From an optimization exercise on the open Yosys and OpenROAD flow, aimed at small area, a short achievable clock period and few clock cycles per item; shortcuts taken in it are not production practice.
The RTL was checked by simulation tests, not by an equivalence proof against the original design.
Power figures rest on the tool's default switching activity, not on a simulated workload.

`flow/constraint.sdc`:
```
create_clock -name core_clock -period 5.0 [get_ports {clk_i}]
set_input_delay 1.0000 -clock core_clock [delete_from_list [all_inputs] [get_ports {clk_i}]]
set_output_delay 1.0000 -clock core_clock [all_outputs]
set_load 0.01 [all_outputs]
```
`flow/config.mk`:
```
export PLATFORM = sky130hd
export DESIGN_NAME = cubroot_add_system
export DESIGN_NICKNAME = cubroot_add_system
export VERILOG_FILES = /design/flow/design.v
export SDC_FILE = /design/flow/constraint.sdc
export NUM_CORES = 4
export LEC_CHECK = 0
export CAP_MARGIN = 20
export CORE_MARGIN = 2
export CORE_UTILIZATION = 40
export SETUP_SLACK_MARGIN = 2.5
export SLEW_MARGIN = 20
```
`flow/design.v`:
```
module mult (
    input  [7:0]  x,
    input  [2:0]  c,
    output [15:0] y
);
    wire t1 = x[0];
    wire t2 = c[0];
    wire t3 = c[1];
    wire t4 = (x[1] & ~x[0]);
    wire t5 = c[2];
    wire t6 = (x[0] & x[2]);
    wire t7 = (x[0] & x[1]);
    wire t8 = (x[0] & x[3]);
    wire t9 = (x[2] & ~x[1]);
    wire t10 = (x[0] & x[4]);
    wire t11 = (x[1] & x[3]);
    wire t12 = (x[1] & x[2]);
    wire t13 = (x[0] & x[5]);
    wire t14 = (x[1] & x[4]);
    wire t15 = (x[3] & ~x[2]);
    wire t16 = (x[0] & x[6]);
    wire t17 = (x[1] & x[5]);
    wire t18 = (x[2] & x[4]);
    wire t19 = (x[2] & x[3]);
    wire t20 = (x[0] & x[7]);
    wire t21 = (x[1] & x[6]);
    wire t22 = (x[2] & x[5]);
    wire t23 = (x[4] & ~x[3]);
    wire t24 = (x[1] & x[7]);
    wire t25 = (x[2] & x[6]);
    wire t26 = (x[3] & x[5]);
    wire t27 = (x[3] & x[4]);
    wire t28 = (x[2] & x[7]);
    wire t29 = (x[3] & x[6]);
    wire t30 = (x[5] & ~x[4]);
    wire t31 = (x[3] & x[7]);
    wire t32 = (x[4] & x[6]);
    wire t33 = (x[4] & x[5]);
    wire t34 = (x[4] & x[7]);
    wire t35 = (x[6] & ~x[5]);
    wire t36 = (x[5] & x[7]);
    wire t37 = (x[5] & x[6]);
    wire t38 = (x[7] & ~x[6]);
    wire t39 = (x[6] & x[7]);
    wire t40 = t16 ^ t17;
    wire t41 = t16 & t17;
    wire t42 = t20 ^ t21;
    wire t43 = t42 ^ t22;
    wire t44 = t42 ? t22 : t20;
    wire t45 = t24 ^ t25;
    wire t46 = t45 ^ t26;
    wire t47 = t45 ? t26 : t24;
    wire t48 = t28 ^ t29;
    wire t49 = t28 & t29;
    wire t50 = t31 ^ t32;
    wire t51 = t31 & t32;
    wire t52 = t10 ^ t11;
    wire t53 = t10 & t11;
    wire t54 = t13 ^ t14;
    wire t55 = t54 ^ t15;
    wire t56 = t54 ? t15 : t13;
    wire t57 = t40 ^ t18;
    wire t58 = t57 ^ t19;
    wire t59 = t57 ? t19 : t40;
    wire t60 = t43 ^ t23;
    wire t61 = t60 ^ t41;
    wire t62 = t60 ? t41 : t43;
    wire t63 = t46 ^ t27;
    wire t64 = t63 ^ t44;
    wire t65 = t63 ? t44 : t46;
    wire t66 = t48 ^ t30;
    wire t67 = t66 ^ t47;
    wire t68 = t66 ? t47 : t48;
    wire t69 = t50 ^ t33;
    wire t70 = t69 ^ t49;
    wire t71 = t69 ? t49 : t50;
    wire t72 = t34 ^ t35;
    wire t73 = t72 ^ t51;
    wire t74 = t72 ? t51 : t34;
    wire t75 = t36 ^ t37;
    wire t76 = t36 & t37;
    wire t77 = t1 & t2;
    wire t78 = t3 & 1'b0;
    wire t79 = t4 & t5;
    wire t80 = t6 & t7;
    wire t81 = t8 & t9;
    wire t82 = t52 & t12;
    wire t83 = t55 & t53;
    wire t84 = t58 & t56;
    wire t85 = t61 & t59;
    wire t86 = t64 & t62;
    wire t87 = t67 & t65;
    wire t88 = t70 & t68;
    wire t89 = t73 & t71;
    wire t90 = t75 & t74;
    wire t91 = t38 & t76;
    wire t92 = t39 & 1'b0;
    wire t93 = t1 ^ t2;
    wire t94 = t3 ^ 1'b0;
    wire t95 = t4 ^ t5;
    wire t96 = t6 ^ t7;
    wire t97 = t8 ^ t9;
    wire t98 = t52 ^ t12;
    wire t99 = t55 ^ t53;
    wire t100 = t58 ^ t56;
    wire t101 = t61 ^ t59;
    wire t102 = t64 ^ t62;
    wire t103 = t67 ^ t65;
    wire t104 = t70 ^ t68;
    wire t105 = t73 ^ t71;
    wire t106 = t75 ^ t74;
    wire t107 = t38 ^ t76;
    wire t108 = t39 ^ 1'b0;
    wire t109 = t78 | (t94 & t77);
    wire t110 = t94 & t93;
    wire t111 = t80 | (t96 & t79);
    wire t112 = t96 & t95;
    wire t113 = t82 | (t98 & t81);
    wire t114 = t98 & t97;
    wire t115 = t84 | (t100 & t83);
    wire t116 = t100 & t99;
    wire t117 = t86 | (t102 & t85);
    wire t118 = t102 & t101;
    wire t119 = t88 | (t104 & t87);
    wire t120 = t104 & t103;
    wire t121 = t90 | (t106 & t89);
    wire t122 = t106 & t105;
    wire t123 = t92 | (t108 & t91);
    wire t124 = t108 & t107;
    wire t125 = t79 | (t95 & t109);
    wire t126 = t95 & t110;
    wire t127 = t111 | (t112 & t109);
    wire t128 = t112 & t110;
    wire t129 = t83 | (t99 & t113);
    wire t130 = t99 & t114;
    wire t131 = t115 | (t116 & t113);
    wire t132 = t116 & t114;
    wire t133 = t87 | (t103 & t117);
    wire t134 = t103 & t118;
    wire t135 = t119 | (t120 & t117);
    wire t136 = t120 & t118;
    wire t137 = t91 | (t107 & t121);
    wire t138 = t107 & t122;
    wire t139 = t123 | (t124 & t121);
    wire t140 = t124 & t122;
    wire t141 = t81 | (t97 & t127);
    wire t142 = t97 & t128;
    wire t143 = t113 | (t114 & t127);
    wire t144 = t114 & t128;
    wire t145 = t129 | (t130 & t127);
    wire t146 = t130 & t128;
    wire t147 = t131 | (t132 & t127);
    wire t148 = t132 & t128;
    wire t149 = t89 | (t105 & t135);
    wire t150 = t105 & t136;
    wire t151 = t121 | (t122 & t135);
    wire t152 = t122 & t136;
    wire t153 = t137 | (t138 & t135);
    wire t154 = t138 & t136;
    wire t155 = t139 | (t140 & t135);
    wire t156 = t140 & t136;
    wire t157 = t85 | (t101 & t147);
    wire t158 = t101 & t148;
    wire t159 = t117 | (t118 & t147);
    wire t160 = t118 & t148;
    wire t161 = t133 | (t134 & t147);
    wire t162 = t134 & t148;
    wire t163 = t135 | (t136 & t147);
    wire t164 = t136 & t148;
    wire t165 = t149 | (t150 & t147);
    wire t166 = t150 & t148;
    wire t167 = t151 | (t152 & t147);
    wire t168 = t152 & t148;
    wire t169 = t153 | (t154 & t147);
    wire t170 = t154 & t148;
    wire t171 = t155 | (t156 & t147);
    wire t172 = t156 & t148;
    wire t173 = t94 ^ t77;
    wire t174 = t95 ^ t109;
    wire t175 = t96 ^ t125;
    wire t176 = t97 ^ t127;
    wire t177 = t98 ^ t141;
    wire t178 = t99 ^ t143;
    wire t179 = t100 ^ t145;
    wire t180 = t101 ^ t147;
    wire t181 = t102 ^ t157;
    wire t182 = t103 ^ t159;
    wire t183 = t104 ^ t161;
    wire t184 = t105 ^ t163;
    wire t185 = t106 ^ t165;
    wire t186 = t107 ^ t167;
    wire t187 = t108 ^ t169;
    assign y = {t187, t186, t185, t184, t183, t182, t181, t180, t179, t178, t177, t176, t175, t174, t173, t93};
endmodule
module cubroot (
    input  [7:0] x_bi,
    output [2:0] y_bo
);
    wire [7:0] x = x_bi;
    wire ge1   = |x;
    wire ge8   = |x[7:3];
    wire ge27  = |x[7:5] | (x[4] & x[3] & (x[2] | (x[1] & x[0])));
    wire ge64  = x[7] | x[6];
    wire ge125 = x[7] | (x[6] & x[5] & x[4] & x[3] & x[2] & (x[1] | x[0]));
    wire ge216 = x[7] & x[6] & (x[5] | (x[4] & x[3]));
    assign y_bo[2] = ge64;
    assign y_bo[1] = (ge8 & ~ge64) | ge216;
    assign y_bo[0] = (ge1 & ~ge8) | (ge27 & ~ge64) | (ge125 & ~ge216);
endmodule
module cubroot_add_system (
    input clk_i,
    input rst_i,
    input start_i,
    input [7:0] a_bi,
    input [7:0] b_bi,
    output busy_o,
    output reg [15:0] result
);
    wire        load = start_i & ~rst_i;
    wire [2:0]  cub_result;
    wire [15:0] sum;
    cubroot cub (.x_bi(b_bi), .y_bo(cub_result));
    mult square (.x(a_bi), .c(cub_result), .y(sum));
    always @(posedge clk_i) begin
        if (load)
            result <= sum;
    end
    assign busy_o = 1'b0;
endmodule
```
`flow/run.sh`:
```
#!/bin/bash
# synth_recipe.tcl (not shown) runs the flow's synth.tcl, then flattens the netlist and writes it again
# the make line also repeats each setting of config.mk as NAME=value (left out here)
make -C /OpenROAD-flow-scripts/flow DESIGN_CONFIG=/design/flow/config.mk WORK_HOME=/design/flow/orfs CLKGATE_MAP_FILE= SYNTH_SCRIPT=/design/flow/synth_recipe.tcl finish
```
==> results of run 1 <==
-- worst max-delay path, stage by stage --
cell and delay (ps):
buf_6 90, and2_4 150, o22a_1 200, nor2_1 80, o21ai_1 80, ha_2 200, ha_4 160, a211oi_4 220
o21a_1 210, nor2b_2 60, o21ai_1 110, nand2b_1 80, fa_2 350, xor2_1 160
-- metrics by stage --
step / util (%) / setup slack, ps
6_report: 63.31 / 1827
3_5_place_dp: 54.80 / 933.3
3_3_place_gp: 54.80 / 1046
2_1_floorplan: - / 1783
5_1_grt: 63.31 / 1736
4_1_cts: 60.88 / 1801
-- cell families after synthesis --
family	count (synthesis)	synth area share, %
AOI/OAI and AO/OA	43	16.95
xor gates and xnor gates	26	12.80
adders and majority gates	27	19.69
buffers and inverters	12	2.884
DFF	16	27.00
other	1	0.2108
and+or+nand+nor	69	20.46
-- report_power, final --
| part | internal (uW) | switching (uW) |
|---|---|---|
| registers | 175 | 3.45 |
| clock network | 54.3 | 38.9 |
| logic | 172 | 146 |
-- Yosys cell counts (4+ instances only) --
cell      number  area, um^2
ha_1          20       250.2
xnor2_1       17       148.9
maj3_1         4       40.04
inv_1          7       26.28
nor2b_1        9       56.30
and2_1        15       93.84
a21o_1         4       30.03
xor2_1         9       78.83
a21oi_1       13       65.06
nand2_1       20       75.07
o21ai_0       11       55.05
nor2_1        10       37.54
edfxtp_1      16       480.5
-- cells in the final DEF (no fill, tap or decap), types with 2 or more instances in the layout --
| master | Yosys | routed |
|---|---|---|
| buf_4 | 1 | 21 |
| clkdlybuf4s50_1 | 0 | 18 |
| edfxtp_1 | 16 | 16 |
| nand2_1 | 20 | 14 |
| xnor2_1 | 17 | 14 |
| nor2_1 | 10 | 9 |
| and2_1 | 15 | 9 |
| o21ai_0 | 11 | 9 |
| ha_1 | 20 | 9 |
| ha_4 | 0 | 8 |
| inv_1 | 7 | 7 |
| a21oi_2 | 1 | 7 |
| a21oi_1 | 13 | 7 |
| xor2_1 | 9 | 7 |
| and2_4 | 1 | 7 |
| buf_6 | 0 | 7 |
| nor2b_1 | 9 | 6 |
| a21o_1 | 4 | 4 |
| buf_12 | 0 | 4 |
| nand2b_1 | 3 | 3 |
| nand2_2 | 0 | 3 |
| xnor2_2 | 0 | 3 |
| nand3_1 | 3 | 3 |
| fa_2 | 0 | 3 |
| ha_2 | 0 | 3 |
| clkbuf_8 | 0 | 3 |
| buf_8 | 0 | 3 |
| maj3_1 | 4 | 2 |
| nand2_8 | 0 | 2 |
| o21a_1 | 2 | 2 |
| maj3_2 | 0 | 2 |
| xor2_2 | 0 | 2 |
| nor2b_2 | 0 | 2 |
| o21ai_1 | 0 | 2 |
| nor3_1 | 2 | 2 |
| a211o_1 | 2 | 2 |
| clkbuf_2 | 0 | 2 |
-- layout make-up --
type	count	area [um^2]	area share [%]
multi-input cells	166	1546	56.49
clock buffers	3	41.29	1.508
clock inverters	1	3.754	0.1371
flip-flops and latches	16	480.5	17.55
repair buffers	58	574.3	20.98
well taps	52	65.06	2.377
inverters	7	26.28	0.9598
-- worst min path at each step --
stage                         start  slack (ps)  cells past startpoint                  end
6_report                    a_bi[0]        1290                      4  result[0]$_DFFE_PP_
5_1_grt                     a_bi[0]        1300                      4  result[0]$_DFFE_PP_
4_1_cts                     b_bi[7]        1310                      4  result[0]$_DFFE_PP_
3_5_place_dp   result[14]$_DFFE_PP_        1810                      1           result[14]
3_3_place_gp    result[5]$_DFFE_PP_        1810                      1            result[5]
2_1_floorplan               a_bi[0]        1230                      1  result[0]$_DFFE_PP_
-- per-layer routing --
metal / GRT usage [%] / routed length, um / up-vias
met5: 0 / 0 / -
met3: 1.425 / 132 / 4
met4: 5.451 / 40 / 0
li1: - / - / 796
met2: 28.97 / 1945 / 35
met1: 24.29 / 1932 / 703
-- timing repair --
action,4_1_cts,5_1_grt
gates resized for setup,106,17
setup endpoints to repair,14,14
buffers inserted,15,8
endpoints found under the hold margin,0,0
pin swaps,17,35
==> metrics.cfg, run 1 <==
[final_layout]
largest_reg_flops=16
reg.largest.list=result x16
fill_cells=370
diodes=0
drive_above_1_share_pct=39.04
nNetsFinal=294
area_growth_pct=53.87
fin_cells=303
top_register=result
finalInstanceArea_um2=2738

[place]
place_congestion=0.7874
place.detailed.hpwl_um=3015
dp.cells=276
portBuffers=34
placed_cell_area_um2=2370

[synth]
synth_top_flop_cell=edfxtp_1
avgSynthCellArea_um2=9.171
syn_inst=194
seq_area_frac_synth_pct=27.00
synthesis.nets=236
synth_cell_types=40
ys_ff_latch=16
async_reset_ff_share_pct=0
syn_area_um2=1779
yosysWarnings=1
synth_edf_count=16

[pwr]
p_per_area_nw_per_um2=215.7
p_leak_uw=0.001117
vdd_drop_max_v=0.00008129
fin_total_pwr_uw=590.4

[floorplanning]
io_pins=36
coreArea_um2=4324
die_w_um=70.70
rows=24
initial_core_util_pct=41.15
die_area_um2=4998
die_h_um=70.70

[detailed_routing]
vias=1538
initialDrtViolationCount=57
routed_via_density=5.076
drtAntennaViolNets=0
wl_per_cell_um=13.37
drc=0
routed_wl_um=4051
dr.pass1.iters=4

[cts]
clkTransAtPathRegs_ps=60
cts_num_sinks=16
clk_path_buf_depth=2
cts-root-buf=clkbuf_8
cts-hold-fix-buffers=0
htree_levels=1
cts_tree=done
cts_buffers=3

[setup_path]
critPathMaxFanout=3
worst_setup_path_end_kind=flop
crit_path_start_kind=primary input
cp.required_ps=5000
crit_path_end=result[9]$_DFFE_PP_
worstPathArrival_ps=3170
startpoint=b_bi[4]
criticalPathCategory=primary input to flop

[sta]
fin_crit_sh_pct=63.45
fin_tns_setup_ps=0
setup_violations=0
hold_viol_final=0
rsz0062_at_grt=true
drv_slew=0
period_needed_ps=3173
holdWs_ps=1293
fmax_mhz=315.2

[grt]
grt_pass1_vias=1588
grtUsageTotal_pct=17.47
grt_pass1_wl_um=7238
grt_overflow=0
antenna_found_initial=0
grt_max_degree=17

[run]
maxCapViolations=0

[outcome]
status=timing/DRC/antenna clean

[min_path]
worstHoldPathType=primary input to flop

Testbench counts, summed over its fixed seeds: cycles 2,048, items 2,048.
==> inputs of run 2 (changes only) <==
--- a/flow/config.mk
+++ b/flow/config.mk
@@ -8,5 +8,5 @@
 export CAP_MARGIN = 20
 export CORE_MARGIN = 2
 export CORE_UTILIZATION = 40
-export SETUP_SLACK_MARGIN = 2.5
+export SETUP_SLACK_MARGIN = 1.5
 export SLEW_MARGIN = 20
==> metrics.cfg, run 2 <==
[outcome]
status=timing/DRC/antenna clean

[sta]
period_needed_ps=3422
fin_crit_sh_pct=68.45
rsz0062_at_grt=false
fin_tns_setup_ps=0
hold_viol_final=0
fin_ws_ps=1578
fmax_mhz=292.2
setup_violations=0
drv_slew=0

[synth]
ys_ff_latch=16
yosysWarnings=1
avgSynthCellArea_um2=9.171
synth_edf_count=16
seq_area_frac_synth_pct=27.00
async_reset_ff_share_pct=0
synthesis.nets=236
synth_cell_types=40
synth_top_flop_cell=edfxtp_1
syn_area_um2=1779
ys_top_cells_by_area=edfxtp_1 (27%), ha_1 (14%), xnor2_1 (8.4%), and2_1 (5.3%), xor2_1 (4.4%)
synth_top_cell_by_area=edfxtp_1
syn_inst=194
yosysTopAreaCellShare_pct=27.00
synthTopCellsByCount=ha_1 (20), nand2_1 (20), xnor2_1 (17)

[cts]
cts_buffers=3
cts-root-buf=clkbuf_8
clkTransAtPathRegs_ps=60
cts_tree=done
cts_num_sinks=16
htree_levels=1
clk_path_buf_depth=2

[detailed_routing]
drc=0
routed_via_density=5.097
vias=1468
drtAntennaViolNets=0
wl_per_cell_um=12.63
dr.pass1.iters=4
initialDrtViolationCount=57
routed_wl_um=3637

[grt]
grt_use_met1_pct=20.98
grt_overflow=0
grt_max_degree=17
busiest_layer=met2
use_met3_pct=1.709
antenna_found_initial=0
grt_pass1_wl_um=6051
grtUsageTotal_pct=14.71
grt_use_met2_pct=23.05
grt_pass1_vias=1343

[floorplanning]
die_w_um=70.70
io_pins=36
initial_core_util_pct=41.15
die_h_um=70.70
die_area_um2=4998
coreArea_um2=4324
rows=24

[final_layout]
final_common_cell=clkdlybuf4s50_1
drive_above_1_share_pct=22.03
top_register=result
fin_cells=288
largest_reg_flops=16
layout_common_cells=clkdlybuf4s50_1 (19), nand2_1 (18), xnor2_1 (16), edfxtp_1 (16), ha_1 (13)
final_util_pct=56.25
multi_input_area_um2=1421
diodes=0
fill_cells=409
nNetsFinal=279
reg.largest.list=result x16
regArea_um2=480.5
area_growth_pct=36.71

[setup_path]
criticalPathCategory=primary input to flop
critPathMaxStageDelay_ps=410
worst_setup_path_end_kind=flop
worstPathArrival_ps=3420
crit_path_cell_trace=clkdlybuf4s50_1 -> buf_6 -> and2_1 -> ha_1 -> xor2_1 -> xnor2_1 -> ha_2 -> nand2_1 -> a2bb2oi_2 -> and2_4 -> a211o_1
crit_path_start_kind=primary input
crit_slowest_cell=clkdlybuf4s50_1
critPathMaxFanout=6
cp.required_ps=4990

[pwr]
vdd_drop_max_v=0.00009456
p_leak_uw=0.001032
p_per_area_nw_per_um2=224.1

[place]
place.detailed.hpwl_um=2695
dp.cells=277
place_ws_ps=762.3
portBuffers=34
place_congestion=0.7375

[run]
maxCapViolations=0

[min_path]
worstHoldPathType=primary input to flop

## run 2: kinds of logic (layout without fill, tap and decap cells)
| logic type | after synthesis | count (layout) | synth area share (%) |
|---|---|---|---|
| AO/OA/AOI/OAI | 43 | 43 | 16.95 |
| XOR/XNOR | 26 | 26 | 12.80 |
| adder cells (fa/ha/maj) | 27 | 27 | 19.69 |
| other | 1 | 1 | 0.2108 |
| AND/OR/NAND/NOR | 69 | 69 | 20.46 |
| flip-flops | 16 | 16 | 27.00 |
| buffers and inverters | 12 | 54 | 2.884 |
## run 2: worst paths after layout
check	from	endpoint	slack, ps	cells past startpoint
max	a_bi[4]	result[15]$_DFFE_PP_	1580	11
min	a_bi[0]	result[0]$_DFFE_PP_	1220	2
## run 2: worst max-delay path, delay by kind of cell
kind	cells	cell delay, ps
adders and majority gates	2	710
buffers and inverters	2	550
AOI/OAI and AO/OA	2	430
and+or+nand+nor	3	390
xor gates and xnor gates	2	320
## run 2: cell type report
class,instances,area share [%]
inverters,7,1.080
well taps,52,2.675
multi-input cells,166,58.44
repair buffers,43,16.20
clock inverters,1,0.1543
flip-flops and latches,16,19.75
clock buffers,3,1.698
## run 2: report_power, final
group          switching [uW]  internal [uW]
logic                     134            136
registers                3.57            175
clock network            42.6           54.4
total                     180            365
## run 2: repair_timing
| item | in CTS | in global routing |
|---|---|---|
| hold buffers | 0 | 0 |
| setup endpoints to repair | 8 | 6 |
| setup buffers | 3 | 4 |
| resized for setup | 25 | 49 |
| pin swaps | 2 | 17 |
## run 2: per-layer routing
layer / wire length [um] / vias to the layer above
met3: 144 / 5
met2: 1678 / 33
li1: - / 769
met4: 56 / 0
met5: 0 / -
met1: 1758 / 661
## run 2: stage by stage
stage               hold slack (ps)  total power, uW  cell area [um^2]
floorplan                      1206            334.9              1779
global placement               1809            408.1              2175
detailed placement             1810            409.7              2175
CTS                            1336            514.6              2278
global route                   1237            583.5              2432
finish                         1224            545.2              2432
==> inputs of run 3 (changes only) <==
--- a/flow/config.mk
+++ b/flow/config.mk
@@ -8,5 +8,4 @@
 export CAP_MARGIN = 20
 export CORE_MARGIN = 2
 export CORE_UTILIZATION = 40
-export SETUP_SLACK_MARGIN = 1.5
 export SLEW_MARGIN = 20
==> metrics.cfg, run 3 <==
[outcome]
status=timing/DRC/antenna clean

[final_layout]
drive_above_1_share_pct=6.550
reg.largest.list=result x16
nNetsFinal=272
finalInstanceArea_um2=2220
layout_common_cells=clkdlybuf4s50_1 (34), nand2_1 (20), ha_1 (20)
fin_cells=281
top_register=result
final_util_pct=51.33
largest_reg_flops=16
diodes=0
area_growth_pct=24.75
final_common_cell=clkdlybuf4s50_1
fill_cells=431

[floorplanning]
die_area_um2=4998
coreArea_um2=4324
die_w_um=70.70
io_pins=36
die_h_um=70.70
rows=24
initial_core_util_pct=41.15

[setup_path]
worst_setup_path_end_kind=flop
critPathMaxStageDelay_ps=700
crit_slowest_cell=clkdlybuf4s50_1
criticalPathCategory=primary input to flop
crit_path_start_kind=primary input
cp_top_family=compound AO/OA/AOI/OAI gates
cp_num_buf_inv=1
critPathMaxFanout=11
worstPathArrival_ps=3960
crit_path_cell_trace=clkdlybuf4s50_1 -> nand2_1 -> xor2_1 -> xnor2_1 -> maj3_1 -> ha_1 -> a21o_1 -> a21oi_2 -> a2bb2oi_1 -> a21oi_1 -> a211o_1
cp.required_ps=4990

[min_path]
worstHoldPathType=primary input to flop
min_delay_worst_endpoint=result[13]$_DFFE_PP_
whs_path_depth=3
hold_start=rst_i

[cts]
htree_levels=1
clk_path_buf_depth=2
clkTransAtPathRegs_ps=60
cts_tree=done
cts_resized=0
cts-root-buf=clkbuf_8
cts_num_sinks=16
post_cts_buffers=0
cts_buffers=3
cts-hold-fix-buffers=0

[synth]
async_reset_ff_share_pct=0
ys_ff_latch=16
ys_top_cells_by_area=edfxtp_1 (27%), ha_1 (14%), xnor2_1 (8.4%), and2_1 (5.3%), xor2_1 (4.4%)
synth_cell_types=40
synth_edf_count=16
synthTopCellsByCount=ha_1 (20), nand2_1 (20), xnor2_1 (17)
syn_area_um2=1779
seq_area_frac_synth_pct=27.00
syn_inst=194
avgSynthCellArea_um2=9.171
synth_top_flop_cell=edfxtp_1
yosysTopAreaCellShare_pct=27.00
synthesis.nets=236
yosysWarnings=1
synth_top_cell_by_area=edfxtp_1

[detailed_routing]
drtAntennaViolNets=0
routed_wl_um=3243
wl_per_cell_um=11.54
routed_via_density=5.078
vias=1427
drc=0
dr.pass1.iters=4
initialDrtViolationCount=70

[sta]
fin_ws_ps=1030
rsz0062_at_grt=false
drv_slew=0
period_needed_ps=3970
fin_crit_sh_pct=79.40
fmax_mhz=251.9
fin_tns_setup_ps=0
setup_violations=0
hold_viol_final=0

[grt]
grt_pass1_wl_um=5720
antenna_found_initial=0
grt_overflow=0
grt_max_degree=17
grtUsageTotal_pct=13.84
grt_pass1_vias=1268

[run]
maxCapViolations=0

[pwr]
p_leak_uw=0.0009144
vdd_drop_max_v=0.00009270
p_per_area_nw_per_um2=226.0

[place]
place.detailed.hpwl_um=2695
placed_cell_area_um2=2175
place_congestion=0.7375
dp.cells=277
place_ws_ps=762.3
portBuffers=34

## run 3: changes by cell type in the layout (fill, tap and decap cells not counted), sizes merged
cell           previous run  this run
buf                      10         2
clkbuf                    9         3
clkdlybuf4s15             2         0
clkdlybuf4s50            19        34
dlymetal6s2s              6         0
## run 3: layout make-up
class | instances | area [um^2] | area share, %
repair buffers | 36 | 355.3 | 16.01
multi-input cells | 166 | 1247 | 56.20
clock inverters | 1 | 3.754 | 0.1691
flip-flops and latches | 16 | 480.5 | 21.65
clock buffers | 3 | 41.29 | 1.860
well taps | 52 | 65.06 | 2.931
inverters | 7 | 26.28 | 1.184
## run 3: power by group
group          total [uW]  switching (uW)  internal (uW)
clock network        95.9            41.6           54.4
logic                 227             113            114
registers             178            3.59            175
total                 502             158            344
## run 3: cells by family after synthesis
family / Yosys count / synth area share (%)
AOI/OAI and AO/OA: 43 / 16.95
xor gates and xnor gates: 26 / 12.80
adders and majority gates: 27 / 19.69
buffers and inverters: 12 / 2.884
DFF: 16 / 27.00
other: 1 / 0.2108
and+or+nand+nor: 69 / 20.46
## run 3: how the worst max path moves through the flow
stage	from	to	slack (ps)	cells after the start
floorplan	a_bi[0]	result[15]$_DFFE_PP_	1600	11
global placement	a_bi[0]	result[15]$_DFFE_PP_	820	11
detailed placement	a_bi[0]	result[15]$_DFFE_PP_	760	11
CTS	a_bi[0]	result[15]$_DFFE_PP_	1020	11
global route	a_bi[0]	result[15]$_DFFE_PP_	840	12
finish	a_bi[0]	result[15]$_DFFE_PP_	1030	11
## run 3: layer usage
layer  GRT usage, %  part of all wire (%)  up-vias
met2          20.35                    43       29
met3          1.567                   4.0        5
met5              0                     0        -
met1          20.89                    52      637
met4          5.031                   1.7        0
li1               -                     -      756
## run 3: metrics by stage
step / hold slack, ps / power (uW)
finish: 1633 / 501.6
global route: 1655 / 539.9
CTS: 1639 / 506.4
detailed placement: 1810 / 409.7
global placement: 1809 / 408.1
floorplan: 1206 / 334.9
==> inputs of run 4 (changes only) <==
==> flow/flow/run.sh (new file) <==
#!/bin/bash
# The standard layout, with every port buffered by sky130_fd_sc_hd__buf_2.
set -euo pipefail
export BUFFER_PORTS_ARGS="-buffer_cell sky130_fd_sc_hd__buf_2"
bash standard.sh > standard.log 2>&1
==> flow/standard.sh (new file) <==
#!/bin/bash
# synth_recipe.tcl (not shown) runs the flow's synth.tcl, then flattens the netlist and writes it again
# the make line also repeats each setting of config.mk as NAME=value (left out here)
make -C /OpenROAD-flow-scripts/flow DESIGN_CONFIG=/design/flow/config.mk WORK_HOME=/design/flow/orfs CLKGATE_MAP_FILE= SYNTH_SCRIPT=/design/flow/synth_recipe.tcl "${@:-finish}"
--- a/flow/config.mk
+++ b/flow/config.mk
@@ -8,4 +8,5 @@
 export CAP_MARGIN = 20
 export CORE_MARGIN = 2
 export CORE_UTILIZATION = 40
+export SETUP_SLACK_MARGIN = 1.5
 export SLEW_MARGIN = 20
removed: flow/run.sh
==> metrics.cfg, run 4 <==
[floorplanning]
initial_core_util_pct=41.15
die_area_um2=4998
die_w_um=70.70
coreArea_um2=4324
io_pins=36
die_h_um=70.70
rows=24

[synth]
ys_ff_latch=16
yosysWarnings=1
ys_top_cells_by_area=edfxtp_1 (27%), ha_1 (14%), xnor2_1 (8.4%), and2_1 (5.3%), xor2_1 (4.4%)
async_reset_ff_share_pct=0
synth_cell_types=40
synthesis.nets=236
syn_area_um2=1779
synth_xor_area_share_pct=12.80
synth_top_cell_by_area=edfxtp_1
synth_top_family_by_area=simple AND/OR/NAND/NOR gates
syn_inst=194
muxShareOfSynthArea_pct=0
seq_area_frac_synth_pct=27.00
synth_edf_count=16
synth_compound_area_share_pct=16.95
synth-simple-area-share_pct=20.46
avgSynthCellArea_um2=9.171
synthTopCellsByCount=ha_1 (20), nand2_1 (20), xnor2_1 (17)
yosysTopAreaCellShare_pct=27.00
synth_top_flop_cell=edfxtp_1
synthAdderAreaFrac_pct=19.69

[final_layout]
layout_common_cells=buf_2 (34), nand2_1 (20), ha_1 (20)
fill_cells=437
regArea_um2=480.5
finalInstanceArea_um2=2063
multi_input_area_um2=1254
largest_reg_flops=16
top_register=result
nNetsFinal=273
area_growth_pct=15.96
drive_above_1_share_pct=22.17
reg.largest.list=result x16
final_common_cell=buf_2
final_util_pct=47.71
diodes=0

[pwr]
pwr-share-seq_pct=37.1
p_sw_uw=156.3
switching_share_pct=32.59
cellInternalPower_uw=323.2
vdd_drop_max_v=0.00008712
clkPwrFrac_pct=19.7
p_leak_uw=0.0009188
p_per_area_nw_per_um2=232.4
pwr-share-comb_pct=43.2

[setup_path]
cp.required_ps=5000
critPathMaxFanout=3
crit_path_cell_trace=buf_2 -> nor2_1 -> a21oi_1 -> o22a_1 -> nor2_1 -> o21ai_0 -> ha_1 -> ha_1 -> a211oi_2 -> o21a_1 -> nor2b_1 -> o21ai_0 -> nand2b_1 -> fa_1 -> xor2_1
critPathMaxStageDelay_ps=380
crit_path_start_kind=primary input
cp_top_family=compound AO/OA/AOI/OAI gates
cp_num_buf_inv=1
worst_setup_path_end_kind=flop
crit_slowest_cell=fa_1
worstPathArrival_ps=3330
criticalPathCategory=primary input to flop

[sta]
fin_tns_setup_ps=0
fin_crit_sh_pct=66.75
fmax_mhz=299.6
fin_ws_ps=1663
setup_violations=0
period_needed_ps=3337
hold_viol_final=0
rsz0062_at_grt=true
drv_slew=0

[cts]
cts-hold-fix-buffers=0
clkTransAtPathRegs_ps=60
clk_path_buf_depth=2
cts_buffers=3
cts-root-buf=clkbuf_8
cts_num_sinks=16
cts_tree=done
htree_levels=1

[detailed_routing]
vias=1406
routed_via_density=4.986
dr.pass1.iters=4
drc=0
initialDrtViolationCount=51
routed_wl_um=3202
wl_per_cell_um=11.35
drtAntennaViolNets=0

[grt]
antenna_found_initial=0
grt_pass1_vias=1322
grt_pass1_wl_um=5644
grt_max_degree=17
grtUsageTotal_pct=13.56
grt_overflow=0

[outcome]
status=timing/DRC/antenna clean

[place]
placed_cell_area_um2=1997
place_ws_ps=1224
portBuffers=34
place.detailed.hpwl_um=2639
place_congestion=0.7982

[run]
maxCapViolations=0

[min_path]
worstHoldPathType=primary input to flop

==> run 4: cell counts after synthesis <==
No cell type changed its count.
==> run 4: timing repair <==
| action | 4_1_cts | 5_1_grt |
|---|---|---|
| pin swaps | 0 | 1 |
| setup endpoints to repair | 1 | 2 |
| resized for setup | 0 | 1 |
| buffers inserted | 1 | 1 |
==> run 4: worst paths after layout <==
kind    start                   to  slack [ps]  cells past startpoint
max   b_bi[1]  result[9]$_DFFE_PP_        1660                     15
min   a_bi[0]  result[0]$_DFFE_PP_        1230                      2
==> run 4: final cells by class <==
cell class | count | area share, %
repair buffers | 37 | 9.339
multi-input cells | 166 | 60.76
clock buffers | 3 | 2.001
flip-flops and latches | 16 | 23.29
clock inverters | 1 | 0.1819
inverters | 7 | 1.273
well taps | 52 | 3.153
==> run 4: logic make-up (layout without fill, tap and decap cells) <==
family                     count (synthesis)  count (layout)
and+or+nand+nor                           69              69
AOI/OAI and AO/OA                         43              43
adders and majority gates                 27              27
xor gates and xnor gates                  26              26
DFF                                       16              16
buffers and inverters                     12              48
other                                      1               1
==> run 4: through the flow <==
step | cells | power, uW | hold WS [ps]
after global placement | 276 | 383.2 | 1408
after global routing | 282 | 515.9 | 1256
after floorplan | 194 | 334.9 | 1206
final | 282 | 479.4 | 1227
after detailed placement | 276 | 384.2 | 1409
after CTS | 281 | 482.4 | 1220
==> run 4: per-layer routing <==
metal	part of all wire (%)	vias up	track usage, %
li1	-	752	-
met2	41	34	21.50
met3	4.1	2	0.5698
met4	1.1	0	5.031
met1	53	618	19.68
met5	0	-	0
==> run 4: power by group through the flow <==
stage,Sequential (uW),Clock [uW],Combinational (uW)
after floorplan,191,0,144
after global placement,180,0,203
after detailed placement,181,0,203
after CTS,178,98.9,206
after global routing,179,102,235
final,178,94.7,207
==> inputs of run 5 (changes only) <==
==> flow/flow/run.sh (replaced) <==
#!/bin/bash
# The standard layout, with every port buffered by sky130_fd_sc_hd__buf_1.
set -euo pipefail
export BUFFER_PORTS_ARGS="-buffer_cell sky130_fd_sc_hd__buf_1"
bash standard.sh > standard.log 2>&1
==> metrics.cfg, run 5 <==
[outcome]
status=timing/DRC/antenna clean

[floorplanning]
die_area_um2=4998
io_pins=36
initial_core_util_pct=41.15
coreArea_um2=4324
rows=24
die_h_um=70.70
die_w_um=70.70

[place]
place.detailed.hpwl_um=2669
portBuffers=34
place_congestion=0.7535

[synth]
seq_area_frac_synth_pct=27.00
yosysWarnings=1
synth_edf_count=16
syn_area_um2=1779
ys_ff_latch=16
synthTopCellsByCount=ha_1 (20), nand2_1 (20), xnor2_1 (17)
synth_cell_types=40
yosysTopAreaCellShare_pct=27.00
ys_top_cells_by_area=edfxtp_1 (27%), ha_1 (14%), xnor2_1 (8.4%), and2_1 (5.3%), xor2_1 (4.4%)
avgSynthCellArea_um2=9.171
synth_top_flop_cell=edfxtp_1
synth_top_cell_by_area=edfxtp_1
async_reset_ff_share_pct=0
synthesis.nets=236
syn_inst=194

[cts]
cts-hold-fix-buffers=0
cts-root-buf=clkbuf_8
htree_levels=1
cts_buffers=3
cts_tree=done
clk_path_buf_depth=2
clkTransAtPathRegs_ps=60
cts_num_sinks=16

[sta]
hold_viol_final=0
drv_slew=0
period_needed_ps=3310
rsz0062_at_grt=false
fmax_mhz=302.1
fin_crit_sh_pct=66.20
fin_tns_setup_ps=0
setup_violations=0

[detailed_routing]
dr.pass1.iters=4
top_layer=met3
vias=1421
drc=0
routed_via_density=5.075
routed-wl-met2_um=1494
wl_per_cell_um=11.59
met3WireLength_um=103
routed_wl_um=3246
wl_met1_um=1649
drtAntennaViolNets=0
initialDrtViolationCount=37

[grt]
grt_pass1_vias=1334
grt_pass1_wl_um=5699
grt_overflow=0
antenna_found_initial=0
grtUsageTotal_pct=13.70
grt_max_degree=17

[final_layout]
regArea_um2=480.5
fill_cells=420
reg.largest.list=result x16
final_common_cell=buf_1
multi_input_area_um2=1254
top_register=result
layout_common_cells=buf_1 (26), nand2_1 (20), ha_1 (20)
drive_above_1_share_pct=10.53
largest_reg_flops=16
nNetsFinal=272
final_util_pct=46.70
area_growth_pct=13.50
diodes=0

[setup_path]
worstPathArrival_ps=3300
cp_top_family=compound AO/OA/AOI/OAI gates
crit_path_start_kind=primary input
cp.depth=14
worst_setup_path_end_kind=flop
critPathMaxStageDelay_ps=380
crit_path_cell_trace=buf_1 -> and2_1 -> o22a_1 -> nor2_1 -> o21ai_0 -> ha_1 -> ha_1 -> a211oi_2 -> o21a_1 -> nor2b_1 -> o21ai_0 -> nand2b_1 -> fa_1 -> xor2_1
criticalPathCategory=primary input to flop
cp_num_buf_inv=1
cp.required_ps=4990
crit_slowest_cell=fa_1
critPathMaxFanout=4

[pwr]
p_leak_uw=0.0008438
vdd_drop_max_v=0.00008632
p_per_area_nw_per_um2=234.7

[min_path]
hold_start=a_bi[0]
worstHoldPathType=primary input to flop
whs_path_depth=2
min_delay_worst_endpoint=result[0]$_DFFE_PP_

[run]
maxCapViolations=0

[run 5: changes by cell type in the layout (fill, tap and decap cells not counted), sizes merged]
cell    change
clkinv      -1
clkbuf      +5
buf         -6
[run 5: metrics by stage]
step,instance area (um^2),power [uW],std cells,setup WS [ps],hold WS [ps]
finish,2019,474.0,280,1690,1213
global route,2019,511.6,280,1516,1243
CTS,1999,477.3,279,1507,1211
detailed placement,1954,380.4,276,1169,1438
global placement,1954,377.8,276,1164,1437
floorplan,1779,334.9,194,1597,1206
[run 5: power breakdown]
group	leakage (uW)	total [uW]	internal, uW	switching [uW]
registers	0.000149	178	175	3.57
logic	0.000674	203	87.9	115
clock network	0.0000216	92.6	53.3	39.4
[run 5: cells by family (layout without fill, tap and decap cells)]
group	Yosys count	after routing	share of synthesized area, %
and+or+nand+nor	69	69	20.46
AOI/OAI and AO/OA	43	43	16.95
other	1	1	0.2108
buffers and inverters	12	46	2.884
DFF	16	16	27.00
adders and majority gates	27	27	19.69
xor gates and xnor gates	26	26	12.80
[run 5: timing repair]
action / CTS / global route
resized for setup: 3 / 7
setup endpoints to repair: 2 / 6
setup buffers: 0 / 1
pin swaps: 0 / 1
[run 5: final cells by class]
| cell class | instances | share of cell area, % |
|---|---|---|
| repair buffers | 36 | 7.559 |
| multi-input cells | 166 | 62.08 |
| inverters | 7 | 1.301 |
| clock buffers | 3 | 2.045 |
| well taps | 52 | 3.222 |
| flip-flops and latches | 16 | 23.79 |
[run 5: worst max-delay path by stage]
stage	slack [ps]	from	endpoint
final	1690	b_bi[3]	result[9]$_DFFE_PP_
after floorplan	1600	a_bi[0]	result[15]$_DFFE_PP_
after detailed placement	1170	a_bi[0]	result[15]$_DFFE_PP_
after global placement	1160	a_bi[0]	result[15]$_DFFE_PP_
after CTS	1510	a_bi[7]	result[15]$_DFFE_PP_
after global routing	1520	a_bi[0]	result[15]$_DFFE_PP_
[run 5: routing by layer]
layer | GRT usage, % | up-vias
li1 | - | 754
met1 | 18.67 | 638
met2 | 23.05 | 29
met3 | 1.140 | 0
met4 | 4.403 | 0
met5 | 0 | -

==> what the ideal ports hide <==
How much do the figures lean on ideal ports? The routed layouts below were timed once more, with nothing changed but the port constraints.
Step 1 assumes that a clkbuf_16 drives the clock port and a buf_2 every other input.
Step 2, shift: input delay + t, output delay - t, t = (earliest + latest rising clock arrival at the registers) / 2. This alone moves slack from input paths to output paths.
Slacks: ideal / step 1 / step 2; pairs: ideal / step 1.
run	shift t [ns]	setup WS [ns]	latest minus earliest clock arrival (ns)
run 1	0.265	1.827 / 1.817 / 1.552	0.003 / 0.002
run 2	0.272	1.578 / 1.583 / 1.311	0.001 / 0.001
run 3	0.270	1.030 / 1.034 / 0.765	0.003 / 0.003
run 4	0.266	1.663 / 1.668 / 1.402	0.003 / 0.003
run 5	0.262	1.690 / 1.691 / 1.429	0.002 / 0.002
After both steps every run listed still meets setup and hold. The setup slack of run 1, which loses most, moves by -0.010 ns with the drivers and by -0.275 ns with both steps.
